Source: an optimization exercise on an open RTL-to-GDS flow (aim: small area and a short achievable clock period). Production flows keep margins and buffers that such runs may drop.
In this exercise RTL edits were held to simulation tests only and were not proved equivalent to the original.
Power figures rest on the tool's default switching activity, not on a simulated workload.

==> flow/config.mk <==
export PLATFORM = sky130hd
export DESIGN_NAME = multiply_accumulate
export DESIGN_NICKNAME = multiply_accumulate
export VERILOG_FILES = /design/flow/design.v
export SDC_FILE = /design/flow/constraint.sdc
export NUM_CORES = 4
export LEC_CHECK = 0
export CAP_MARGIN = 20
export CORE_MARGIN = 2
export CORE_UTILIZATION = 65
export CTS_BUF_LIST = sky130_fd_sc_hd__clkbuf_8
export CTS_CLUSTER_DIAMETER = 60
export CTS_CLUSTER_SIZE = 15
export SETUP_SLACK_MARGIN = 2.5
export SLEW_MARGIN = 20
export TNS_END_PERCENT = 20
==> flow/constraint.sdc <==
create_clock -name core_clock -period 4.5 [get_ports {clk}]
set_input_delay 0.9000 -clock core_clock [delete_from_list [all_inputs] [get_ports {clk}]]
set_output_delay 0.9000 -clock core_clock [all_outputs]
set_load 0.01 [all_outputs]
==> flow/design.v <==
module multiplier_int(clk, a, one, two, neg, b, p);
  input clk;
  input [15:0] a;
  input [7:0] one, two, neg;
  input [15:0] b;
  output [31:0] p;
  reg [15:0] a_r;
  reg [7:0] one_r, two_r, neg_r;
  wire pp0_0;
  wire pp0_1;
  wire pp0_2;
  wire pp0_3;
  wire pp0_4;
  wire pp0_5;
  wire pp0_6;
  wire pp0_7;
  wire pp0_8;
  wire pp0_9;
  wire pp0_10;
  wire pp0_11;
  wire pp0_12;
  wire pp0_13;
  wire pp0_14;
  wire pp0_15;
  wire pp0_16;
  wire pp1_0;
  wire pp1_1;
  wire pp1_2;
  wire pp1_3;
  wire pp1_4;
  wire pp1_5;
  wire pp1_6;
  wire pp1_7;
  wire pp1_8;
  wire pp1_9;
  wire pp1_10;
  wire pp1_11;
  wire pp1_12;
  wire pp1_13;
  wire pp1_14;
  wire pp1_15;
  wire pp1_16;
  wire pp2_0;
  wire pp2_1;
  wire pp2_2;
  wire pp2_3;
  wire pp2_4;
  wire pp2_5;
  wire pp2_6;
  wire pp2_7;
  wire pp2_8;
  wire pp2_9;
  wire pp2_10;
  wire pp2_11;
  wire pp2_12;
  wire pp2_13;
  wire pp2_14;
  wire pp2_15;
  wire pp2_16;
  wire pp3_0;
  wire pp3_1;
  wire pp3_2;
  wire pp3_3;
  wire pp3_4;
  wire pp3_5;
  wire pp3_6;
  wire pp3_7;
  wire pp3_8;
  wire pp3_9;
  wire pp3_10;
  wire pp3_11;
  wire pp3_12;
  wire pp3_13;
  wire pp3_14;
  wire pp3_15;
  wire pp3_16;
  wire pp4_0;
  wire pp4_1;
  wire pp4_2;
  wire pp4_3;
  wire pp4_4;
  wire pp4_5;
  wire pp4_6;
  wire pp4_7;
  wire pp4_8;
  wire pp4_9;
  wire pp4_10;
  wire pp4_11;
  wire pp4_12;
  wire pp4_13;
  wire pp4_14;
  wire pp4_15;
  wire pp4_16;
  wire pp5_0;
  wire pp5_1;
  wire pp5_2;
  wire pp5_3;
  wire pp5_4;
  wire pp5_5;
  wire pp5_6;
  wire pp5_7;
  wire pp5_8;
  wire pp5_9;
  wire pp5_10;
  wire pp5_11;
  wire pp5_12;
  wire pp5_13;
  wire pp5_14;
  wire pp5_15;
  wire pp5_16;
  wire pp6_0;
  wire pp6_1;
  wire pp6_2;
  wire pp6_3;
  wire pp6_4;
  wire pp6_5;
  wire pp6_6;
  wire pp6_7;
  wire pp6_8;
  wire pp6_9;
  wire pp6_10;
  wire pp6_11;
  wire pp6_12;
  wire pp6_13;
  wire pp6_14;
  wire pp6_15;
  wire pp6_16;
  wire pp7_0;
  wire pp7_1;
  wire pp7_2;
  wire pp7_3;
  wire pp7_4;
  wire pp7_5;
  wire pp7_6;
  wire pp7_7;
  wire pp7_8;
  wire pp7_9;
  wire pp7_10;
  wire pp7_11;
  wire pp7_12;
  wire pp7_13;
  wire pp7_14;
  wire pp7_15;
  wire pp7_16;
  wire s1;
  wire c2;
  wire s3;
  wire c4;
  wire s5;
  wire c6;
  wire s7;
  wire c8;
  wire s9;
  wire c10;
  wire s11;
  wire c12;
  wire s13;
  wire c14;
  wire s15;
  wire c16;
  wire s17;
  wire c18;
  wire s19;
  wire c20;
  wire s21;
  wire c22;
  wire s23;
  wire c24;
  wire s25;
  wire c26;
  wire s27;
  wire c28;
  wire s29;
  wire c30;
  wire s31;
  wire c32;
  wire s33;
  wire c34;
  wire s35;
  wire c36;
  wire s37;
  wire c38;
  wire s39;
  wire c40;
  wire s41;
  wire c42;
  wire s43;
  wire c44;
  wire s45;
  wire c46;
  wire s47;
  wire c48;
  wire s49;
  wire c50;
  wire s51;
  wire c52;
  wire s53;
  wire c54;
  wire s55;
  wire c56;
  wire s57;
  wire c58;
  wire s59;
  wire c60;
  wire s61;
  wire c62;
  wire s63;
  wire c64;
  wire s65;
  wire c66;
  wire s67;
  wire c68;
  wire s69;
  wire c70;
  wire s71;
  wire c72;
  wire s73;
  wire c74;
  wire s75;
  wire c76;
  wire s77;
  wire c78;
  wire s79;
  wire c80;
  wire s81;
  wire c82;
  wire s83;
  wire c84;
  wire s85;
  wire c86;
  wire s87;
  wire c88;
  wire s89;
  wire c90;
  wire s91;
  wire c92;
  wire s93;
  wire c94;
  wire s95;
  wire c96;
  wire s97;
  wire c98;
  wire s99;
  wire c100;
  wire s101;
  wire c102;
  wire s103;
  wire c104;
  wire s105;
  wire c106;
  wire s107;
  wire c108;
  wire s109;
  wire c110;
  wire s111;
  wire c112;
  wire s113;
  wire c114;
  wire s115;
  wire c116;
  wire s117;
  wire c118;
  wire s119;
  wire c120;
  wire s121;
  wire c122;
  wire s123;
  wire c124;
  wire s125;
  wire c126;
  wire s127;
  wire c128;
  wire s129;
  wire c130;
  wire s131;
  wire c132;
  wire s133;
  wire c134;
  wire s135;
  wire c136;
  wire s137;
  wire c138;
  wire s139;
  wire c140;
  wire s141;
  wire c142;
  wire s143;
  wire c144;
  wire s145;
  wire c146;
  wire s147;
  wire c148;
  wire s149;
  wire c150;
  wire s151;
  wire c152;
  wire s153;
  wire c154;
  wire s155;
  wire c156;
  wire s157;
  wire c158;
  wire s159;
  wire c160;
  wire s161;
  wire c162;
  wire s163;
  wire c164;
  wire s165;
  wire c166;
  wire s167;
  wire c168;
  wire s169;
  wire c170;
  wire s171;
  wire c172;
  wire s173;
  wire c174;
  wire s175;
  wire c176;
  wire s177;
  wire c178;
  wire s179;
  wire c180;
  wire s181;
  wire c182;
  wire s183;
  wire c184;
  wire s185;
  wire c186;
  wire s187;
  wire c188;
  wire s189;
  wire c190;
  wire s191;
  wire c192;
  wire s193;
  wire c194;
  wire s195;
  wire c196;
  wire s197;
  wire c198;
  wire s199;
  wire c200;
  wire s201;
  wire c202;
  wire s203;
  wire c204;
  wire s205;
  wire c206;
  wire s207;
  wire c208;
  wire s209;
  wire c210;
  wire s211;
  wire c212;
  wire s213;
  wire c214;
  wire s215;
  wire c216;
  wire s217;
  wire c218;
  wire s219;
  wire c220;
  wire s221;
  wire c222;
  wire s223;
  wire c224;
  reg t3_0_0;
  reg t3_0_1;
  reg t3_1_0;
  reg t3_2_0;
  reg t3_2_1;
  reg t3_2_2;
  reg t3_3_0;
  reg t3_3_1;
  reg t3_4_0;
  reg t3_4_1;
  reg t3_4_2;
  reg t3_5_0;
  reg t3_5_1;
  reg t3_5_2;
  reg t3_6_0;
  reg t3_6_1;
  reg t3_6_2;
  reg t3_7_0;
  reg t3_7_1;
  reg t3_7_2;
  reg t3_8_0;
  reg t3_8_1;
  reg t3_8_2;
  reg t3_9_0;
  reg t3_9_1;
  reg t3_9_2;
  reg t3_10_0;
  reg t3_10_1;
  reg t3_10_2;
  reg t3_11_0;
  reg t3_11_1;
  reg t3_11_2;
  reg t3_12_0;
  reg t3_12_1;
  reg t3_12_2;
  reg t3_13_0;
  reg t3_13_1;
  reg t3_13_2;
  reg t3_14_0;
  reg t3_14_1;
  reg t3_14_2;
  reg t3_15_0;
  reg t3_15_1;
  reg t3_15_2;
  reg t3_16_0;
  reg t3_16_1;
  reg t3_16_2;
  reg t3_17_0;
  reg t3_17_1;
  reg t3_17_2;
  reg t3_18_0;
  reg t3_18_1;
  reg t3_18_2;
  reg t3_19_0;
  reg t3_19_1;
  reg t3_19_2;
  reg t3_20_0;
  reg t3_20_1;
  reg t3_20_2;
  reg t3_21_0;
  reg t3_21_1;
  reg t3_21_2;
  reg t3_22_0;
  reg t3_22_1;
  reg t3_22_2;
  reg t3_23_0;
  reg t3_23_1;
  reg t3_23_2;
  reg t3_24_0;
  reg t3_24_1;
  reg t3_24_2;
  reg t3_25_0;
  reg t3_25_1;
  reg t3_25_2;
  reg t3_26_0;
  reg t3_26_1;
  reg t3_26_2;
  reg t3_27_0;
  reg t3_27_2;
  reg t3_28_0;
  reg t3_28_1;
  reg t3_28_2;
  reg t3_29_0;
  reg t3_30_0;
  always @(posedge clk) begin
    a_r <= a;
    one_r <= one; two_r <= two; neg_r <= neg;
    t3_0_0 <= pp0_0;
    t3_0_1 <= neg_r[0];
    t3_1_0 <= pp0_1;
    t3_2_0 <= pp0_2;
    t3_2_1 <= pp1_0;
    t3_2_2 <= neg_r[1];
    t3_3_0 <= pp0_3;
    t3_3_1 <= pp1_1;
    t3_4_0 <= s121;
    t3_4_1 <= pp2_0;
    t3_4_2 <= neg_r[2];
    t3_5_0 <= s123;
    t3_5_1 <= pp2_1;
    t3_5_2 <= c122;
    t3_6_0 <= s125;
    t3_6_1 <= neg_r[3];
    t3_6_2 <= c124;
    t3_7_0 <= s127;
    t3_7_1 <= c50;
    t3_7_2 <= c126;
    t3_8_0 <= s129;
    t3_8_1 <= c52;
    t3_8_2 <= c128;
    t3_9_0 <= s131;
    t3_9_1 <= c56;
    t3_9_2 <= c130;
    t3_10_0 <= s133;
    t3_10_1 <= c60;
    t3_10_2 <= c132;
    t3_11_0 <= s135;
    t3_11_1 <= c64;
    t3_11_2 <= c134;
    t3_12_0 <= s137;
    t3_12_1 <= c68;
    t3_12_2 <= c136;
    t3_13_0 <= s139;
    t3_13_1 <= c72;
    t3_13_2 <= c138;
    t3_14_0 <= s141;
    t3_14_1 <= c76;
    t3_14_2 <= c140;
    t3_15_0 <= s143;
    t3_15_1 <= c80;
    t3_15_2 <= c142;
    t3_16_0 <= s145;
    t3_16_1 <= c84;
    t3_16_2 <= c144;
    t3_17_0 <= s147;
    t3_17_1 <= c88;
    t3_17_2 <= c146;
    t3_18_0 <= s149;
    t3_18_1 <= c92;
    t3_18_2 <= c148;
    t3_19_0 <= s151;
    t3_19_1 <= c96;
    t3_19_2 <= c150;
    t3_20_0 <= s153;
    t3_20_1 <= c100;
    t3_20_2 <= c152;
    t3_21_0 <= s155;
    t3_21_1 <= c104;
    t3_21_2 <= c154;
    t3_22_0 <= s157;
    t3_22_1 <= c108;
    t3_22_2 <= c156;
    t3_23_0 <= s159;
    t3_23_1 <= c112;
    t3_23_2 <= c158;
    t3_24_0 <= s161;
    t3_24_1 <= c116;
    t3_24_2 <= c160;
    t3_25_0 <= s163;
    t3_25_1 <= c118;
    t3_25_2 <= c162;
    t3_26_0 <= s165;
    t3_26_1 <= c120;
    t3_26_2 <= c164;
    t3_27_0 <= s167;
    t3_27_2 <= c166;
    t3_28_0 <= pp6_16;
    t3_28_1 <= pp7_14;
    t3_28_2 <= c168;
    t3_29_0 <= pp7_15;
    t3_30_0 <= pp7_16;
  end
  assign pp0_0 = (one_r[0] & a_r[0]) ^ neg_r[0];
  assign pp0_1 = ((one_r[0] & a_r[1]) | (two_r[0] & a_r[0])) ^ neg_r[0];
  assign pp0_2 = ((one_r[0] & a_r[2]) | (two_r[0] & a_r[1])) ^ neg_r[0];
  assign pp0_3 = ((one_r[0] & a_r[3]) | (two_r[0] & a_r[2])) ^ neg_r[0];
  assign pp0_4 = ((one_r[0] & a_r[4]) | (two_r[0] & a_r[3])) ^ neg_r[0];
  assign pp0_5 = ((one_r[0] & a_r[5]) | (two_r[0] & a_r[4])) ^ neg_r[0];
  assign pp0_6 = ((one_r[0] & a_r[6]) | (two_r[0] & a_r[5])) ^ neg_r[0];
  assign pp0_7 = ((one_r[0] & a_r[7]) | (two_r[0] & a_r[6])) ^ neg_r[0];
  assign pp0_8 = ((one_r[0] & a_r[8]) | (two_r[0] & a_r[7])) ^ neg_r[0];
  assign pp0_9 = ((one_r[0] & a_r[9]) | (two_r[0] & a_r[8])) ^ neg_r[0];
  assign pp0_10 = ((one_r[0] & a_r[10]) | (two_r[0] & a_r[9])) ^ neg_r[0];
  assign pp0_11 = ((one_r[0] & a_r[11]) | (two_r[0] & a_r[10])) ^ neg_r[0];
  assign pp0_12 = ((one_r[0] & a_r[12]) | (two_r[0] & a_r[11])) ^ neg_r[0];
  assign pp0_13 = ((one_r[0] & a_r[13]) | (two_r[0] & a_r[12])) ^ neg_r[0];
  assign pp0_14 = ((one_r[0] & a_r[14]) | (two_r[0] & a_r[13])) ^ neg_r[0];
  assign pp0_15 = ((one_r[0] & a_r[15]) | (two_r[0] & a_r[14])) ^ neg_r[0];
  assign pp0_16 = ~(((one_r[0] & a_r[15]) | (two_r[0] & a_r[15])) ^ neg_r[0]);
  assign pp1_0 = (one_r[1] & a_r[0]) ^ neg_r[1];
  assign pp1_1 = ((one_r[1] & a_r[1]) | (two_r[1] & a_r[0])) ^ neg_r[1];
  assign pp1_2 = ((one_r[1] & a_r[2]) | (two_r[1] & a_r[1])) ^ neg_r[1];
  assign pp1_3 = ((one_r[1] & a_r[3]) | (two_r[1] & a_r[2])) ^ neg_r[1];
  assign pp1_4 = ((one_r[1] & a_r[4]) | (two_r[1] & a_r[3])) ^ neg_r[1];
  assign pp1_5 = ((one_r[1] & a_r[5]) | (two_r[1] & a_r[4])) ^ neg_r[1];
  assign pp1_6 = ((one_r[1] & a_r[6]) | (two_r[1] & a_r[5])) ^ neg_r[1];
  assign pp1_7 = ((one_r[1] & a_r[7]) | (two_r[1] & a_r[6])) ^ neg_r[1];
  assign pp1_8 = ((one_r[1] & a_r[8]) | (two_r[1] & a_r[7])) ^ neg_r[1];
  assign pp1_9 = ((one_r[1] & a_r[9]) | (two_r[1] & a_r[8])) ^ neg_r[1];
  assign pp1_10 = ((one_r[1] & a_r[10]) | (two_r[1] & a_r[9])) ^ neg_r[1];
  assign pp1_11 = ((one_r[1] & a_r[11]) | (two_r[1] & a_r[10])) ^ neg_r[1];
  assign pp1_12 = ((one_r[1] & a_r[12]) | (two_r[1] & a_r[11])) ^ neg_r[1];
  assign pp1_13 = ((one_r[1] & a_r[13]) | (two_r[1] & a_r[12])) ^ neg_r[1];
  assign pp1_14 = ((one_r[1] & a_r[14]) | (two_r[1] & a_r[13])) ^ neg_r[1];
  assign pp1_15 = ((one_r[1] & a_r[15]) | (two_r[1] & a_r[14])) ^ neg_r[1];
  assign pp1_16 = ~(((one_r[1] & a_r[15]) | (two_r[1] & a_r[15])) ^ neg_r[1]);
  assign pp2_0 = (one_r[2] & a_r[0]) ^ neg_r[2];
  assign pp2_1 = ((one_r[2] & a_r[1]) | (two_r[2] & a_r[0])) ^ neg_r[2];
  assign pp2_2 = ((one_r[2] & a_r[2]) | (two_r[2] & a_r[1])) ^ neg_r[2];
  assign pp2_3 = ((one_r[2] & a_r[3]) | (two_r[2] & a_r[2])) ^ neg_r[2];
  assign pp2_4 = ((one_r[2] & a_r[4]) | (two_r[2] & a_r[3])) ^ neg_r[2];
  assign pp2_5 = ((one_r[2] & a_r[5]) | (two_r[2] & a_r[4])) ^ neg_r[2];
  assign pp2_6 = ((one_r[2] & a_r[6]) | (two_r[2] & a_r[5])) ^ neg_r[2];
  assign pp2_7 = ((one_r[2] & a_r[7]) | (two_r[2] & a_r[6])) ^ neg_r[2];
  assign pp2_8 = ((one_r[2] & a_r[8]) | (two_r[2] & a_r[7])) ^ neg_r[2];
  assign pp2_9 = ((one_r[2] & a_r[9]) | (two_r[2] & a_r[8])) ^ neg_r[2];
  assign pp2_10 = ((one_r[2] & a_r[10]) | (two_r[2] & a_r[9])) ^ neg_r[2];
  assign pp2_11 = ((one_r[2] & a_r[11]) | (two_r[2] & a_r[10])) ^ neg_r[2];
  assign pp2_12 = ((one_r[2] & a_r[12]) | (two_r[2] & a_r[11])) ^ neg_r[2];
  assign pp2_13 = ((one_r[2] & a_r[13]) | (two_r[2] & a_r[12])) ^ neg_r[2];
  assign pp2_14 = ((one_r[2] & a_r[14]) | (two_r[2] & a_r[13])) ^ neg_r[2];
  assign pp2_15 = ((one_r[2] & a_r[15]) | (two_r[2] & a_r[14])) ^ neg_r[2];
  assign pp2_16 = ~(((one_r[2] & a_r[15]) | (two_r[2] & a_r[15])) ^ neg_r[2]);
  assign pp3_0 = (one_r[3] & a_r[0]) ^ neg_r[3];
  assign pp3_1 = ((one_r[3] & a_r[1]) | (two_r[3] & a_r[0])) ^ neg_r[3];
  assign pp3_2 = ((one_r[3] & a_r[2]) | (two_r[3] & a_r[1])) ^ neg_r[3];
  assign pp3_3 = ((one_r[3] & a_r[3]) | (two_r[3] & a_r[2])) ^ neg_r[3];
  assign pp3_4 = ((one_r[3] & a_r[4]) | (two_r[3] & a_r[3])) ^ neg_r[3];
  assign pp3_5 = ((one_r[3] & a_r[5]) | (two_r[3] & a_r[4])) ^ neg_r[3];
  assign pp3_6 = ((one_r[3] & a_r[6]) | (two_r[3] & a_r[5])) ^ neg_r[3];
  assign pp3_7 = ((one_r[3] & a_r[7]) | (two_r[3] & a_r[6])) ^ neg_r[3];
  assign pp3_8 = ((one_r[3] & a_r[8]) | (two_r[3] & a_r[7])) ^ neg_r[3];
  assign pp3_9 = ((one_r[3] & a_r[9]) | (two_r[3] & a_r[8])) ^ neg_r[3];
  assign pp3_10 = ((one_r[3] & a_r[10]) | (two_r[3] & a_r[9])) ^ neg_r[3];
  assign pp3_11 = ((one_r[3] & a_r[11]) | (two_r[3] & a_r[10])) ^ neg_r[3];
  assign pp3_12 = ((one_r[3] & a_r[12]) | (two_r[3] & a_r[11])) ^ neg_r[3];
  assign pp3_13 = ((one_r[3] & a_r[13]) | (two_r[3] & a_r[12])) ^ neg_r[3];
  assign pp3_14 = ((one_r[3] & a_r[14]) | (two_r[3] & a_r[13])) ^ neg_r[3];
  assign pp3_15 = ((one_r[3] & a_r[15]) | (two_r[3] & a_r[14])) ^ neg_r[3];
  assign pp3_16 = ~(((one_r[3] & a_r[15]) | (two_r[3] & a_r[15])) ^ neg_r[3]);
  assign pp4_0 = (one_r[4] & a_r[0]) ^ neg_r[4];
  assign pp4_1 = ((one_r[4] & a_r[1]) | (two_r[4] & a_r[0])) ^ neg_r[4];
  assign pp4_2 = ((one_r[4] & a_r[2]) | (two_r[4] & a_r[1])) ^ neg_r[4];
  assign pp4_3 = ((one_r[4] & a_r[3]) | (two_r[4] & a_r[2])) ^ neg_r[4];
  assign pp4_4 = ((one_r[4] & a_r[4]) | (two_r[4] & a_r[3])) ^ neg_r[4];
  assign pp4_5 = ((one_r[4] & a_r[5]) | (two_r[4] & a_r[4])) ^ neg_r[4];
  assign pp4_6 = ((one_r[4] & a_r[6]) | (two_r[4] & a_r[5])) ^ neg_r[4];
  assign pp4_7 = ((one_r[4] & a_r[7]) | (two_r[4] & a_r[6])) ^ neg_r[4];
  assign pp4_8 = ((one_r[4] & a_r[8]) | (two_r[4] & a_r[7])) ^ neg_r[4];
  assign pp4_9 = ((one_r[4] & a_r[9]) | (two_r[4] & a_r[8])) ^ neg_r[4];
  assign pp4_10 = ((one_r[4] & a_r[10]) | (two_r[4] & a_r[9])) ^ neg_r[4];
  assign pp4_11 = ((one_r[4] & a_r[11]) | (two_r[4] & a_r[10])) ^ neg_r[4];
  assign pp4_12 = ((one_r[4] & a_r[12]) | (two_r[4] & a_r[11])) ^ neg_r[4];
  assign pp4_13 = ((one_r[4] & a_r[13]) | (two_r[4] & a_r[12])) ^ neg_r[4];
  assign pp4_14 = ((one_r[4] & a_r[14]) | (two_r[4] & a_r[13])) ^ neg_r[4];
  assign pp4_15 = ((one_r[4] & a_r[15]) | (two_r[4] & a_r[14])) ^ neg_r[4];
  assign pp4_16 = ~(((one_r[4] & a_r[15]) | (two_r[4] & a_r[15])) ^ neg_r[4]);
  assign pp5_0 = (one_r[5] & a_r[0]) ^ neg_r[5];
  assign pp5_1 = ((one_r[5] & a_r[1]) | (two_r[5] & a_r[0])) ^ neg_r[5];
  assign pp5_2 = ((one_r[5] & a_r[2]) | (two_r[5] & a_r[1])) ^ neg_r[5];
  assign pp5_3 = ((one_r[5] & a_r[3]) | (two_r[5] & a_r[2])) ^ neg_r[5];
  assign pp5_4 = ((one_r[5] & a_r[4]) | (two_r[5] & a_r[3])) ^ neg_r[5];
  assign pp5_5 = ((one_r[5] & a_r[5]) | (two_r[5] & a_r[4])) ^ neg_r[5];
  assign pp5_6 = ((one_r[5] & a_r[6]) | (two_r[5] & a_r[5])) ^ neg_r[5];
  assign pp5_7 = ((one_r[5] & a_r[7]) | (two_r[5] & a_r[6])) ^ neg_r[5];
  assign pp5_8 = ((one_r[5] & a_r[8]) | (two_r[5] & a_r[7])) ^ neg_r[5];
  assign pp5_9 = ((one_r[5] & a_r[9]) | (two_r[5] & a_r[8])) ^ neg_r[5];
  assign pp5_10 = ((one_r[5] & a_r[10]) | (two_r[5] & a_r[9])) ^ neg_r[5];
  assign pp5_11 = ((one_r[5] & a_r[11]) | (two_r[5] & a_r[10])) ^ neg_r[5];
  assign pp5_12 = ((one_r[5] & a_r[12]) | (two_r[5] & a_r[11])) ^ neg_r[5];
  assign pp5_13 = ((one_r[5] & a_r[13]) | (two_r[5] & a_r[12])) ^ neg_r[5];
  assign pp5_14 = ((one_r[5] & a_r[14]) | (two_r[5] & a_r[13])) ^ neg_r[5];
  assign pp5_15 = ((one_r[5] & a_r[15]) | (two_r[5] & a_r[14])) ^ neg_r[5];
  assign pp5_16 = ~(((one_r[5] & a_r[15]) | (two_r[5] & a_r[15])) ^ neg_r[5]);
  assign pp6_0 = (one_r[6] & a_r[0]) ^ neg_r[6];
  assign pp6_1 = ((one_r[6] & a_r[1]) | (two_r[6] & a_r[0])) ^ neg_r[6];
  assign pp6_2 = ((one_r[6] & a_r[2]) | (two_r[6] & a_r[1])) ^ neg_r[6];
  assign pp6_3 = ((one_r[6] & a_r[3]) | (two_r[6] & a_r[2])) ^ neg_r[6];
  assign pp6_4 = ((one_r[6] & a_r[4]) | (two_r[6] & a_r[3])) ^ neg_r[6];
  assign pp6_5 = ((one_r[6] & a_r[5]) | (two_r[6] & a_r[4])) ^ neg_r[6];
  assign pp6_6 = ((one_r[6] & a_r[6]) | (two_r[6] & a_r[5])) ^ neg_r[6];
  assign pp6_7 = ((one_r[6] & a_r[7]) | (two_r[6] & a_r[6])) ^ neg_r[6];
  assign pp6_8 = ((one_r[6] & a_r[8]) | (two_r[6] & a_r[7])) ^ neg_r[6];
  assign pp6_9 = ((one_r[6] & a_r[9]) | (two_r[6] & a_r[8])) ^ neg_r[6];
  assign pp6_10 = ((one_r[6] & a_r[10]) | (two_r[6] & a_r[9])) ^ neg_r[6];
  assign pp6_11 = ((one_r[6] & a_r[11]) | (two_r[6] & a_r[10])) ^ neg_r[6];
  assign pp6_12 = ((one_r[6] & a_r[12]) | (two_r[6] & a_r[11])) ^ neg_r[6];
  assign pp6_13 = ((one_r[6] & a_r[13]) | (two_r[6] & a_r[12])) ^ neg_r[6];
  assign pp6_14 = ((one_r[6] & a_r[14]) | (two_r[6] & a_r[13])) ^ neg_r[6];
  assign pp6_15 = ((one_r[6] & a_r[15]) | (two_r[6] & a_r[14])) ^ neg_r[6];
  assign pp6_16 = ~(((one_r[6] & a_r[15]) | (two_r[6] & a_r[15])) ^ neg_r[6]);
  assign pp7_0 = (one_r[7] & a_r[0]) ^ neg_r[7];
  assign pp7_1 = ((one_r[7] & a_r[1]) | (two_r[7] & a_r[0])) ^ neg_r[7];
  assign pp7_2 = ((one_r[7] & a_r[2]) | (two_r[7] & a_r[1])) ^ neg_r[7];
  assign pp7_3 = ((one_r[7] & a_r[3]) | (two_r[7] & a_r[2])) ^ neg_r[7];
  assign pp7_4 = ((one_r[7] & a_r[4]) | (two_r[7] & a_r[3])) ^ neg_r[7];
  assign pp7_5 = ((one_r[7] & a_r[5]) | (two_r[7] & a_r[4])) ^ neg_r[7];
  assign pp7_6 = ((one_r[7] & a_r[6]) | (two_r[7] & a_r[5])) ^ neg_r[7];
  assign pp7_7 = ((one_r[7] & a_r[7]) | (two_r[7] & a_r[6])) ^ neg_r[7];
  assign pp7_8 = ((one_r[7] & a_r[8]) | (two_r[7] & a_r[7])) ^ neg_r[7];
  assign pp7_9 = ((one_r[7] & a_r[9]) | (two_r[7] & a_r[8])) ^ neg_r[7];
  assign pp7_10 = ((one_r[7] & a_r[10]) | (two_r[7] & a_r[9])) ^ neg_r[7];
  assign pp7_11 = ((one_r[7] & a_r[11]) | (two_r[7] & a_r[10])) ^ neg_r[7];
  assign pp7_12 = ((one_r[7] & a_r[12]) | (two_r[7] & a_r[11])) ^ neg_r[7];
  assign pp7_13 = ((one_r[7] & a_r[13]) | (two_r[7] & a_r[12])) ^ neg_r[7];
  assign pp7_14 = ((one_r[7] & a_r[14]) | (two_r[7] & a_r[13])) ^ neg_r[7];
  assign pp7_15 = ((one_r[7] & a_r[15]) | (two_r[7] & a_r[14])) ^ neg_r[7];
  assign pp7_16 = ~(((one_r[7] & a_r[15]) | (two_r[7] & a_r[15])) ^ neg_r[7]);
  assign s1 = pp0_10 ^ pp1_8;
  assign c2 = pp0_10 & pp1_8;
  assign s3 = pp0_11 ^ pp1_9;
  assign c4 = pp0_11 & pp1_9;
  assign s5 = pp0_12 ^ pp1_10 ^ pp2_8;
  assign c6 = (pp0_12 & pp1_10) | (pp0_12 & pp2_8) | (pp1_10 & pp2_8);
  assign s7 = pp3_6 ^ pp4_4;
  assign c8 = pp3_6 & pp4_4;
  assign s9 = pp0_13 ^ pp1_11 ^ pp2_9;
  assign c10 = (pp0_13 & pp1_11) | (pp0_13 & pp2_9) | (pp1_11 & pp2_9);
  assign s11 = pp3_7 ^ pp4_5;
  assign c12 = pp3_7 & pp4_5;
  assign s13 = pp0_14 ^ pp1_12 ^ pp2_10;
  assign c14 = (pp0_14 & pp1_12) | (pp0_14 & pp2_10) | (pp1_12 & pp2_10);
  assign s15 = pp3_8 ^ pp4_6 ^ pp5_4;
  assign c16 = (pp3_8 & pp4_6) | (pp3_8 & pp5_4) | (pp4_6 & pp5_4);
  assign s17 = pp6_2 ^ pp7_0;
  assign c18 = pp6_2 & pp7_0;
  assign s19 = pp0_15 ^ pp1_13 ^ pp2_11;
  assign c20 = (pp0_15 & pp1_13) | (pp0_15 & pp2_11) | (pp1_13 & pp2_11);
  assign s21 = pp3_9 ^ pp4_7 ^ pp5_5;
  assign c22 = (pp3_9 & pp4_7) | (pp3_9 & pp5_5) | (pp4_7 & pp5_5);
  assign s23 = pp6_3 ^ pp7_1;
  assign c24 = pp6_3 & pp7_1;
  assign s25 = pp0_16 ^ pp1_14 ^ pp2_12;
  assign c26 = (pp0_16 & pp1_14) | (pp0_16 & pp2_12) | (pp1_14 & pp2_12);
  assign s27 = pp3_10 ^ pp4_8 ^ pp5_6;
  assign c28 = (pp3_10 & pp4_8) | (pp3_10 & pp5_6) | (pp4_8 & pp5_6);
  assign s29 = pp6_4 ^ pp7_2 ^ 1'b1;
  assign c30 = (pp6_4 & pp7_2) | (pp6_4 & 1'b1) | (pp7_2 & 1'b1);
  assign s31 = pp1_15 ^ pp2_13 ^ pp3_11;
  assign c32 = (pp1_15 & pp2_13) | (pp1_15 & pp3_11) | (pp2_13 & pp3_11);
  assign s33 = pp4_9 ^ pp5_7 ^ pp6_5;
  assign c34 = (pp4_9 & pp5_7) | (pp4_9 & pp6_5) | (pp5_7 & pp6_5);
  assign s35 = pp7_3 ^ 1'b1;
  assign c36 = pp7_3 & 1'b1;
  assign s37 = pp1_16 ^ pp2_14 ^ pp3_12;
  assign c38 = (pp1_16 & pp2_14) | (pp1_16 & pp3_12) | (pp2_14 & pp3_12);
  assign s39 = pp4_10 ^ pp5_8 ^ pp6_6;
  assign c40 = (pp4_10 & pp5_8) | (pp4_10 & pp6_6) | (pp5_8 & pp6_6);
  assign s41 = pp2_15 ^ pp3_13 ^ pp4_11;
  assign c42 = (pp2_15 & pp3_13) | (pp2_15 & pp4_11) | (pp3_13 & pp4_11);
  assign s43 = pp5_9 ^ pp6_7;
  assign c44 = pp5_9 & pp6_7;
  assign s45 = pp2_16 ^ pp3_14 ^ pp4_12;
  assign c46 = (pp2_16 & pp3_14) | (pp2_16 & pp4_12) | (pp3_14 & pp4_12);
  assign s47 = pp3_15 ^ pp4_13;
  assign c48 = pp3_15 & pp4_13;
  assign s49 = pp0_6 ^ pp1_4;
  assign c50 = pp0_6 & pp1_4;
  assign s51 = pp0_7 ^ pp1_5;
  assign c52 = pp0_7 & pp1_5;
  assign s53 = pp0_8 ^ pp1_6 ^ pp2_4;
  assign c54 = (pp0_8 & pp1_6) | (pp0_8 & pp2_4) | (pp1_6 & pp2_4);
  assign s55 = pp3_2 ^ pp4_0;
  assign c56 = pp3_2 & pp4_0;
  assign s57 = pp0_9 ^ pp1_7 ^ pp2_5;
  assign c58 = (pp0_9 & pp1_7) | (pp0_9 & pp2_5) | (pp1_7 & pp2_5);
  assign s59 = pp3_3 ^ pp4_1;
  assign c60 = pp3_3 & pp4_1;
  assign s61 = s1 ^ pp2_6 ^ pp3_4;
  assign c62 = (s1 & pp2_6) | (s1 & pp3_4) | (pp2_6 & pp3_4);
  assign s63 = pp4_2 ^ pp5_0 ^ neg_r[5];
  assign c64 = (pp4_2 & pp5_0) | (pp4_2 & neg_r[5]) | (pp5_0 & neg_r[5]);
  assign s65 = s3 ^ pp2_7 ^ pp3_5;
  assign c66 = (s3 & pp2_7) | (s3 & pp3_5) | (pp2_7 & pp3_5);
  assign s67 = pp4_3 ^ pp5_1 ^ c2;
  assign c68 = (pp4_3 & pp5_1) | (pp4_3 & c2) | (pp5_1 & c2);
  assign s69 = s5 ^ s7 ^ pp5_2;
  assign c70 = (s5 & s7) | (s5 & pp5_2) | (s7 & pp5_2);
  assign s71 = pp6_0 ^ neg_r[6] ^ c4;
  assign c72 = (pp6_0 & neg_r[6]) | (pp6_0 & c4) | (neg_r[6] & c4);
  assign s73 = s9 ^ s11 ^ pp5_3;
  assign c74 = (s9 & s11) | (s9 & pp5_3) | (s11 & pp5_3);
  assign s75 = pp6_1 ^ c6 ^ c8;
  assign c76 = (pp6_1 & c6) | (pp6_1 & c8) | (c6 & c8);
  assign s77 = s13 ^ s15 ^ s17;
  assign c78 = (s13 & s15) | (s13 & s17) | (s15 & s17);
  assign s79 = neg_r[7] ^ c10 ^ c12;
  assign c80 = (neg_r[7] & c10) | (neg_r[7] & c12) | (c10 & c12);
  assign s81 = s19 ^ s21 ^ s23;
  assign c82 = (s19 & s21) | (s19 & s23) | (s21 & s23);
  assign s83 = c14 ^ c16 ^ c18;
  assign c84 = (c14 & c16) | (c14 & c18) | (c16 & c18);
  assign s85 = s25 ^ s27 ^ s29;
  assign c86 = (s25 & s27) | (s25 & s29) | (s27 & s29);
  assign s87 = c20 ^ c22 ^ c24;
  assign c88 = (c20 & c22) | (c20 & c24) | (c22 & c24);
  assign s89 = s31 ^ s33 ^ s35;
  assign c90 = (s31 & s33) | (s31 & s35) | (s33 & s35);
  assign s91 = c26 ^ c28 ^ c30;
  assign c92 = (c26 & c28) | (c26 & c30) | (c28 & c30);
  assign s93 = s37 ^ s39 ^ pp7_4;
  assign c94 = (s37 & s39) | (s37 & pp7_4) | (s39 & pp7_4);
  assign s95 = c32 ^ c34 ^ c36;
  assign c96 = (c32 & c34) | (c32 & c36) | (c34 & c36);
  assign s97 = s41 ^ s43 ^ pp7_5;
  assign c98 = (s41 & s43) | (s41 & pp7_5) | (s43 & pp7_5);
  assign s99 = 1'b1 ^ c38 ^ c40;
  assign c100 = (1'b1 & c38) | (1'b1 & c40) | (c38 & c40);
  assign s101 = s45 ^ pp5_10 ^ pp6_8;
  assign c102 = (s45 & pp5_10) | (s45 & pp6_8) | (pp5_10 & pp6_8);
  assign s103 = pp7_6 ^ c42 ^ c44;
  assign c104 = (pp7_6 & c42) | (pp7_6 & c44) | (c42 & c44);
  assign s105 = s47 ^ pp5_11 ^ pp6_9;
  assign c106 = (s47 & pp5_11) | (s47 & pp6_9) | (pp5_11 & pp6_9);
  assign s107 = pp7_7 ^ 1'b1 ^ c46;
  assign c108 = (pp7_7 & 1'b1) | (pp7_7 & c46) | (1'b1 & c46);
  assign s109 = pp3_16 ^ pp4_14 ^ pp5_12;
  assign c110 = (pp3_16 & pp4_14) | (pp3_16 & pp5_12) | (pp4_14 & pp5_12);
  assign s111 = pp6_10 ^ pp7_8 ^ c48;
  assign c112 = (pp6_10 & pp7_8) | (pp6_10 & c48) | (pp7_8 & c48);
  assign s113 = pp4_15 ^ pp5_13 ^ pp6_11;
  assign c114 = (pp4_15 & pp5_13) | (pp4_15 & pp6_11) | (pp5_13 & pp6_11);
  assign s115 = pp7_9 ^ 1'b1;
  assign c116 = pp7_9 & 1'b1;
  assign s117 = pp4_16 ^ pp5_14 ^ pp6_12;
  assign c118 = (pp4_16 & pp5_14) | (pp4_16 & pp6_12) | (pp5_14 & pp6_12);
  assign s119 = pp5_15 ^ pp6_13;
  assign c120 = pp5_15 & pp6_13;
  assign s121 = pp0_4 ^ pp1_2;
  assign c122 = pp0_4 & pp1_2;
  assign s123 = pp0_5 ^ pp1_3;
  assign c124 = pp0_5 & pp1_3;
  assign s125 = s49 ^ pp2_2 ^ pp3_0;
  assign c126 = (s49 & pp2_2) | (s49 & pp3_0) | (pp2_2 & pp3_0);
  assign s127 = s51 ^ pp2_3 ^ pp3_1;
  assign c128 = (s51 & pp2_3) | (s51 & pp3_1) | (pp2_3 & pp3_1);
  assign s129 = s53 ^ s55 ^ neg_r[4];
  assign c130 = (s53 & s55) | (s53 & neg_r[4]) | (s55 & neg_r[4]);
  assign s131 = s57 ^ s59 ^ c54;
  assign c132 = (s57 & s59) | (s57 & c54) | (s59 & c54);
  assign s133 = s61 ^ s63 ^ c58;
  assign c134 = (s61 & s63) | (s61 & c58) | (s63 & c58);
  assign s135 = s65 ^ s67 ^ c62;
  assign c136 = (s65 & s67) | (s65 & c62) | (s67 & c62);
  assign s137 = s69 ^ s71 ^ c66;
  assign c138 = (s69 & s71) | (s69 & c66) | (s71 & c66);
  assign s139 = s73 ^ s75 ^ c70;
  assign c140 = (s73 & s75) | (s73 & c70) | (s75 & c70);
  assign s141 = s77 ^ s79 ^ c74;
  assign c142 = (s77 & s79) | (s77 & c74) | (s79 & c74);
  assign s143 = s81 ^ s83 ^ c78;
  assign c144 = (s81 & s83) | (s81 & c78) | (s83 & c78);
  assign s145 = s85 ^ s87 ^ c82;
  assign c146 = (s85 & s87) | (s85 & c82) | (s87 & c82);
  assign s147 = s89 ^ s91 ^ c86;
  assign c148 = (s89 & s91) | (s89 & c86) | (s91 & c86);
  assign s149 = s93 ^ s95 ^ c90;
  assign c150 = (s93 & s95) | (s93 & c90) | (s95 & c90);
  assign s151 = s97 ^ s99 ^ c94;
  assign c152 = (s97 & s99) | (s97 & c94) | (s99 & c94);
  assign s153 = s101 ^ s103 ^ c98;
  assign c154 = (s101 & s103) | (s101 & c98) | (s103 & c98);
  assign s155 = s105 ^ s107 ^ c102;
  assign c156 = (s105 & s107) | (s105 & c102) | (s107 & c102);
  assign s157 = s109 ^ s111 ^ c106;
  assign c158 = (s109 & s111) | (s109 & c106) | (s111 & c106);
  assign s159 = s113 ^ s115 ^ c110;
  assign c160 = (s113 & s115) | (s113 & c110) | (s115 & c110);
  assign s161 = s117 ^ pp7_10 ^ c114;
  assign c162 = (s117 & pp7_10) | (s117 & c114) | (pp7_10 & c114);
  assign s163 = s119 ^ pp7_11 ^ 1'b1;
  assign c164 = (s119 & pp7_11) | (s119 & 1'b1) | (pp7_11 & 1'b1);
  assign s165 = pp5_16 ^ pp6_14 ^ pp7_12;
  assign c166 = (pp5_16 & pp6_14) | (pp5_16 & pp7_12) | (pp6_14 & pp7_12);
  assign s167 = pp6_15 ^ pp7_13;
  assign c168 = pp6_15 & pp7_13;
  assign s169 = t3_2_0 ^ t3_2_1;
  assign c170 = t3_2_0 & t3_2_1;
  assign s171 = t3_3_0 ^ t3_3_1;
  assign c172 = t3_3_0 & t3_3_1;
  assign s173 = t3_4_0 ^ t3_4_1 ^ t3_4_2;
  assign c174 = (t3_4_0 & t3_4_1) | (t3_4_0 & t3_4_2) | (t3_4_1 & t3_4_2);
  assign s175 = t3_5_0 ^ t3_5_1 ^ t3_5_2;
  assign c176 = (t3_5_0 & t3_5_1) | (t3_5_0 & t3_5_2) | (t3_5_1 & t3_5_2);
  assign s177 = t3_6_0 ^ t3_6_1 ^ t3_6_2;
  assign c178 = (t3_6_0 & t3_6_1) | (t3_6_0 & t3_6_2) | (t3_6_1 & t3_6_2);
  assign s179 = t3_7_0 ^ t3_7_1 ^ t3_7_2;
  assign c180 = (t3_7_0 & t3_7_1) | (t3_7_0 & t3_7_2) | (t3_7_1 & t3_7_2);
  assign s181 = t3_8_0 ^ t3_8_1 ^ t3_8_2;
  assign c182 = (t3_8_0 & t3_8_1) | (t3_8_0 & t3_8_2) | (t3_8_1 & t3_8_2);
  assign s183 = t3_9_0 ^ t3_9_1 ^ t3_9_2;
  assign c184 = (t3_9_0 & t3_9_1) | (t3_9_0 & t3_9_2) | (t3_9_1 & t3_9_2);
  assign s185 = t3_10_0 ^ t3_10_1 ^ t3_10_2;
  assign c186 = (t3_10_0 & t3_10_1) | (t3_10_0 & t3_10_2) | (t3_10_1 & t3_10_2);
  assign s187 = t3_11_0 ^ t3_11_1 ^ t3_11_2;
  assign c188 = (t3_11_0 & t3_11_1) | (t3_11_0 & t3_11_2) | (t3_11_1 & t3_11_2);
  assign s189 = t3_12_0 ^ t3_12_1 ^ t3_12_2;
  assign c190 = (t3_12_0 & t3_12_1) | (t3_12_0 & t3_12_2) | (t3_12_1 & t3_12_2);
  assign s191 = t3_13_0 ^ t3_13_1 ^ t3_13_2;
  assign c192 = (t3_13_0 & t3_13_1) | (t3_13_0 & t3_13_2) | (t3_13_1 & t3_13_2);
  assign s193 = t3_14_0 ^ t3_14_1 ^ t3_14_2;
  assign c194 = (t3_14_0 & t3_14_1) | (t3_14_0 & t3_14_2) | (t3_14_1 & t3_14_2);
  assign s195 = t3_15_0 ^ t3_15_1 ^ t3_15_2;
  assign c196 = (t3_15_0 & t3_15_1) | (t3_15_0 & t3_15_2) | (t3_15_1 & t3_15_2);
  assign s197 = t3_16_0 ^ t3_16_1 ^ t3_16_2;
  assign c198 = (t3_16_0 & t3_16_1) | (t3_16_0 & t3_16_2) | (t3_16_1 & t3_16_2);
  assign s199 = t3_17_0 ^ t3_17_1 ^ t3_17_2;
  assign c200 = (t3_17_0 & t3_17_1) | (t3_17_0 & t3_17_2) | (t3_17_1 & t3_17_2);
  assign s201 = t3_18_0 ^ t3_18_1 ^ t3_18_2;
  assign c202 = (t3_18_0 & t3_18_1) | (t3_18_0 & t3_18_2) | (t3_18_1 & t3_18_2);
  assign s203 = t3_19_0 ^ t3_19_1 ^ t3_19_2;
  assign c204 = (t3_19_0 & t3_19_1) | (t3_19_0 & t3_19_2) | (t3_19_1 & t3_19_2);
  assign s205 = t3_20_0 ^ t3_20_1 ^ t3_20_2;
  assign c206 = (t3_20_0 & t3_20_1) | (t3_20_0 & t3_20_2) | (t3_20_1 & t3_20_2);
  assign s207 = t3_21_0 ^ t3_21_1 ^ t3_21_2;
  assign c208 = (t3_21_0 & t3_21_1) | (t3_21_0 & t3_21_2) | (t3_21_1 & t3_21_2);
  assign s209 = t3_22_0 ^ t3_22_1 ^ t3_22_2;
  assign c210 = (t3_22_0 & t3_22_1) | (t3_22_0 & t3_22_2) | (t3_22_1 & t3_22_2);
  assign s211 = t3_23_0 ^ t3_23_1 ^ t3_23_2;
  assign c212 = (t3_23_0 & t3_23_1) | (t3_23_0 & t3_23_2) | (t3_23_1 & t3_23_2);
  assign s213 = t3_24_0 ^ t3_24_1 ^ t3_24_2;
  assign c214 = (t3_24_0 & t3_24_1) | (t3_24_0 & t3_24_2) | (t3_24_1 & t3_24_2);
  assign s215 = t3_25_0 ^ t3_25_1 ^ t3_25_2;
  assign c216 = (t3_25_0 & t3_25_1) | (t3_25_0 & t3_25_2) | (t3_25_1 & t3_25_2);
  assign s217 = t3_26_0 ^ t3_26_1 ^ t3_26_2;
  assign c218 = (t3_26_0 & t3_26_1) | (t3_26_0 & t3_26_2) | (t3_26_1 & t3_26_2);
  assign s219 = t3_27_0 ^ 1'b1 ^ t3_27_2;
  assign c220 = (t3_27_0 & 1'b1) | (t3_27_0 & t3_27_2) | (1'b1 & t3_27_2);
  assign s221 = t3_28_0 ^ t3_28_1 ^ t3_28_2;
  assign c222 = (t3_28_0 & t3_28_1) | (t3_28_0 & t3_28_2) | (t3_28_1 & t3_28_2);
  assign s223 = t3_29_0 ^ 1'b1;
  assign c224 = t3_29_0 & 1'b1;
  wire [31:0] rowA = {1'b1, t3_30_0, s223, s221, s219, s217, s215, s213, s211, s209, s207, s205, s203, s201, s199, s197, s195, s193, s191, s189, s187, s185, s183, s181, s179, s177, s175, s173, s171, s169, t3_1_0, t3_0_0};
  wire [31:0] rowB = {1'b0, c224, c222, c220, c218, c216, c214, c212, c210, c208, c206, c204, c202, c200, c198, c196, c194, c192, c190, c188, c186, c184, c182, c180, c178, c176, c174, c172, c170, t3_2_2, 1'b0, t3_0_1};
  assign p = rowA + rowB;
endmodule
module multiply_accumulate(
  clk,
  aresetn,
  reset,
  data,
  multi,
  result,
  overflow
);
  parameter I_OPP_W = 16;
  parameter O_OPP_W = 2 * I_OPP_W;
  input clk;
  input aresetn;
  input reset;
  input [I_OPP_W - 1:0] data;
  input [I_OPP_W - 1:0] multi;
  output reg [O_OPP_W - 1:0] result;
  output reg overflow;
  wire [16:0] bx = {multi, 1'b0};
  wire [7:0] one, two, neg;
  genvar g;
  generate for (g = 0; g < 8; g = g + 1) begin : enc
    assign one[g] = bx[2*g+1] ^ bx[2*g];
    assign two[g] = (bx[2*g+2] & ~bx[2*g+1] & ~bx[2*g]) | (~bx[2*g+2] & bx[2*g+1] & bx[2*g]);
    assign neg[g] = bx[2*g+2];
  end endgenerate
  wire [31:0] prod;
  multiplier_int u0(.clk(clk), .a(data), .one(one), .two(two), .neg(neg), .b(multi), .p(prod));
  localparam ND = 15;
  reg [30:0] pd [0:ND-2];
  integer i;
  always @(posedge clk) begin
    pd[0] <= prod[30:0];
    for (i = 1; i < ND - 1; i = i + 1)
      pd[i] <= pd[i-1];
  end
  wire [30:0] pp = pd[ND-2];
  wire [31:0] pfull = {pp[30] & (|pp[29:0]), pp};
  reg [4:0] cnt;
  reg [31:0] q;
  always @(posedge clk, negedge aresetn) begin
    if (aresetn == 0) begin
      cnt <= 0;
      q <= 0;
    end else begin
      if (cnt != 5'd16)
        cnt <= cnt + 5'd1;
      q <= (cnt == 5'd16) ? pfull : 32'd0;
    end
  end
  always @(posedge clk, negedge aresetn) begin
    if (aresetn == 0) begin
      result <= 0;
      overflow <= 0;
    end else if (reset == 1) begin
      result <= 0;
      overflow <= 0;
    end else begin
      result <= result + q;
      overflow <= result[O_OPP_W - 1] ^ q[31];
    end
  end
endmodule
==> flow/flow/run.sh <==
#!/bin/bash
# The standard layout (standard.sh), with these changes to how it is made:
# - synthesis runs flow/synth.tcl: the standard flow's synthesis script, with ABC mapping
#   the logic for delay (flow/abc_delay.script);
# - Yosys does not map full/half adders to the library's fa/ha cells
#   (ADDER_MAP_FILE empty), so ABC maps that logic too;
# - timing repair may resize cells to a different footprint;
# - port buffers are sky130_fd_sc_hd__buf_1, the smallest buffer.
export MY_FLOW_DIR=$PWD/flow
bash standard.sh "SYNTH_SCRIPT=$PWD/flow/synth.tcl" "ADDER_MAP_FILE=" "MATCH_CELL_FOOTPRINT=0" \
  "BUFFER_PORTS_ARGS=-buffer_cell sky130_fd_sc_hd__buf_1" finish > standard.log 2>&1
==> flow/flow/abc_delay.script <==
&get -n
&st
&dch
&nf -D 1500
&put
buffer -c
topo
stime -c
upsize -c -D 1500
dnsize -c -D 1500
==> flow/flow/synth.tcl <==
# The standard flow's synthesis script (synth_recipe.tcl, which runs ORFS's synth.tcl) with
# one change: ABC maps the combinational logic with flow/abc_delay.script, a
# delay-driven script, instead of ORFS's abc_speed.script.  Registers are
# mapped before ABC runs and are not changed by it.
proc abc {args} {
  set i [lsearch -exact $args -script]
  if {$i >= 0} {
    set args [lreplace $args [expr {$i + 1}] [expr {$i + 1}] $::env(MY_FLOW_DIR)/abc_delay.script]
  }
  puts "flow/synth.tcl: abc $args"
  yosys abc {*}$args
}
source $::env(MY_FLOW_DIR)/../synth_recipe.tcl
==> flow/standard.sh <==
#!/bin/bash
# synth_recipe.tcl (not shown) runs the flow's synth.tcl, then flattens the netlist and writes it again
# the make line also repeats each setting of config.mk as NAME=value (left out here)
make -C /OpenROAD-flow-scripts/flow DESIGN_CONFIG=/design/flow/config.mk WORK_HOME=/design/flow/orfs CLKGATE_MAP_FILE= SYNTH_SCRIPT=/design/flow/synth_recipe.tcl "${@:-finish}"
==> run summary <==
status=no timing/DRC/antenna violations; Combinational Power Share=0.472; number of flops mapped to enable cells by yosys=0; vias per cell=5.68; Max clock buf depth=3; H-tree Lvls=2; share of cells above drive strength 1=0.229; Worst Skew=34.5 ps; Fillers=2145; TritonRoute pass-1 iters=5; ANT nets after route=0; area delta synth->final=18.8%; Period Utilization, post-route=0.556; ranking of synthesized cells by area=dfxtp_1 (50%), xnor2_1 (11%), dfrtp_1 (7.8%); CTS buffer count=51; WHS=311 ps; HPWL after DPL=32000 um; post-layout util=0.778; # DRC=0; Final Worst Setup Slack=2000 ps; Critical Path End Type=register; CTS tree=done; root buffer cell=clkbuf_8; nets=2212; area of the core=34300 um^2; Seq/Total Area, Yosys=0.575; Distinct cells, synth=63; final setup fails=0; Die X=190 um; CP Launch Type=register; WS Path Type=register to register; first-pass GRT wire length=76300 um; count of pins over their slew limit=0; Clock Pin Slew Worst Setup and Hold Paths=90 ps; Final Total Pwr=23.2 mW; Final Non-Filler Cells=2652; sequential share of power=0.402; post-synth top area share=0.497; Final Hold Vio Count=0; NetSw=9.09 mW; Routed WL=50300 um; clock latency on the worst-skew pair=660 ps; Slew headroom=0.425; proportion of power drawn by the clock network=0.126; Synth Cell Area=22500 um^2; total congestion overflow=0; clock tree sinks=628; most frequent cells in the layout=dfxtp_1 (512), xnor2_1 (215), nor2_1 (142); Routed WL per cell=19.0 um; placement row count=68; initial core utilization=0.655; worst min path class=register to register; cells on worst reg2reg path=8; worst-path fanout max=5; initial antenna violation count=0; DP Area=22900 um^2; Worst VDD drop=0.515 mV; worst slack at placement=1720 ps; die height=190 um; IO Count=68; hold buffer count at cts=0; Switching Share=0.391; Cells after DPL=2421; post-route cell area=26700 um^2; Die Area=36100 um^2; worst hold stages=0; Internal=14.1 mW; Fmax achieved=0.399 GHz; worst slew pin tran=862 ps; Final GP Congestion=0.935; syn nets=2012; share of synthesized registers carrying an async set or reset=0.111; power per standard cell area=871 nW/um^2; cell taking the most area after synthesis=dfxtp_1; most common cell after layout, fill and taps aside=dfxtp_1; RSZ-0062 raised after global routing=yes; vias in the first global route=14.8k; via count=15.1k; 1st-iter DRT viols=774; FF+latch count, synth=628; top_reg_cell synth=dfxtp_1; IO Port Bufs=67; Max-Cap Viols=0; worst path arrival time=3030 ps; GRT Total Usage=0.269; Min Clock Period, post-route=2500 ps; Warnings, synthesis=3; setup TNS=0 ps; Crit path required time=5030 ps; Pleak=10.5 nW; Antenna Diode Count=0; Syn Inst Count=1977; Mapped Avg Cell Area=11.4 um^2; largest net degree at the start of global routing=39
## repair_timing
item / CTS / global route
gates cloned: 0 / 0
pin swaps: 86 / 50
endpoints found under the setup margin: 129 / 117
gates resized for setup: 230 / 133
buffers inserted: 120 / 38
## worst max-delay path, stage by stage (launching register included)
cell and delay, ps:
dfxtp_2 340, xor3_4 550, xor2_4 220, a2111oi_4 350, buf_6 190, o21ai_4 100
a2111oi_4 380, a211oi_2 90, xor2_1 160
## cell families (layout without fill, tap and decap cells)
family | after synthesis | count (layout) | share of synthesized area
flops | 628 | 628 | 0.575
simple gates | 416 | 416 | 0.0818
mux | 1 | 1 | 0.000501
buf+inv | 91 | 311 | 0.0188
fa+ha+maj | 72 | 72 | 0.0324
compound gates | 377 | 377 | 0.110
xor+xnor | 392 | 392 | 0.181
## cell type report
class,count,area (um^2),area share
repair buffers,230,1610,0.0603
well taps,455,569,0.0213
flip-flops and latches,628,13100,0.490
clock inverters,21,178,0.00666
inverters,8,30.0,0.00112
clock buffers,52,716,0.0268
multi-input cells,1258,10500,0.394
## Yosys cell counts (7+ instances only)
| cell type | n |
|---|---|
| nor4_1 | 25 |
| a211oi_1 | 7 |
| o21ai_0 | 98 |
| o211ai_1 | 10 |
| nor2b_1 | 7 |
| inv_1 | 8 |
| nor3_1 | 13 |
| a21oi_1 | 83 |
| buf_2 | 38 |
| nand3_1 | 11 |
| o21a_1 | 11 |
| a22oi_1 | 122 |
| nand4_1 | 13 |
| xor3_1 | 28 |
| nand2_1 | 138 |
| nor2_1 | 157 |
| xor2_1 | 77 |
| dfrtp_1 | 70 |
| maj3_1 | 68 |
| clkbuf_1 | 32 |
| xnor2_1 | 271 |
| a31oi_1 | 7 |
| and2_1 | 43 |
| dfxtp_1 | 558 |
## registers in the layout (all words and copies together), names as in the netlist, 5 cells and up
signal and flops:
q 32, u0.neg_r 8, u0.a_r 16, result 32, cnt 5, u0.two_r 8, pd 434, u0.one_r 8
## power groups by stage
stage,Sequential [mW],Combinational [mW],Clock [mW]
4_1_cts,9.28,9.51,3.01
3_3_place_gp,9.23,8.08,0
2_1_floorplan,8.95,6.42,0
3_5_place_dp,9.40,8.12,0
5_1_grt,9.59,11.8,3.22
6_report,9.35,11.0,2.92
## per-layer routing
metal	wire, um	track usage	part of all wire
met2	25900	0.489	0.51
met1	18800	0.299	0.37
met5	0	0	0
met3	2750	0.0450	0.055
met4	2840	0.151	0.056
## final timing paths
check | end | slack, ps | from
max in group asynchronous | q[20] | 3170 | aresetn
hold / removal | pd[5][23] | 310 | pd[4][23]
setup reg to reg | pd[0][26] | 2000 | u0.t3_4_1
hold reg to reg | pd[5][23] | 310 | pd[4][23]
min in group asynchronous | q[4] | 320 | aresetn
setup / recovery | pd[0][26] | 2000 | u0.t3_4_1

[port drivers added, routing unchanged]
Ports are ideal in the flow. The routed layout listed here was re-timed in OpenROAD. Step 1 (the two cells are an assumption about what drives the block):
set clk [get_ports {clk}]
set_driving_cell -lib_cell sky130_fd_sc_hd__clkbuf_16 $clk
set_driving_cell -lib_cell sky130_fd_sc_hd__buf_2 [delete_from_list [all_inputs] $clk]
Step 2 also shifts input and output timing later by t, the mid clock arrival at the registers, as if the neighbouring blocks saw the same clock. Slacks: ideal / step 1 / step 2; pairs: ideal / step 1.
shift t [ns]: 0.691
slack for setup (ns): 1.996 / 1.996 / 1.996
hold slack, ns: 0.311 / 0.289 / 0.311
clock arrival spread, ns: 0.037 / 0.037
worst slew at a driven data input, ns: 0.03
After both steps setup and hold are still met in this run. The setup slack of this run moves by 0.000 ns with the drivers and by 0.000 ns with both steps.
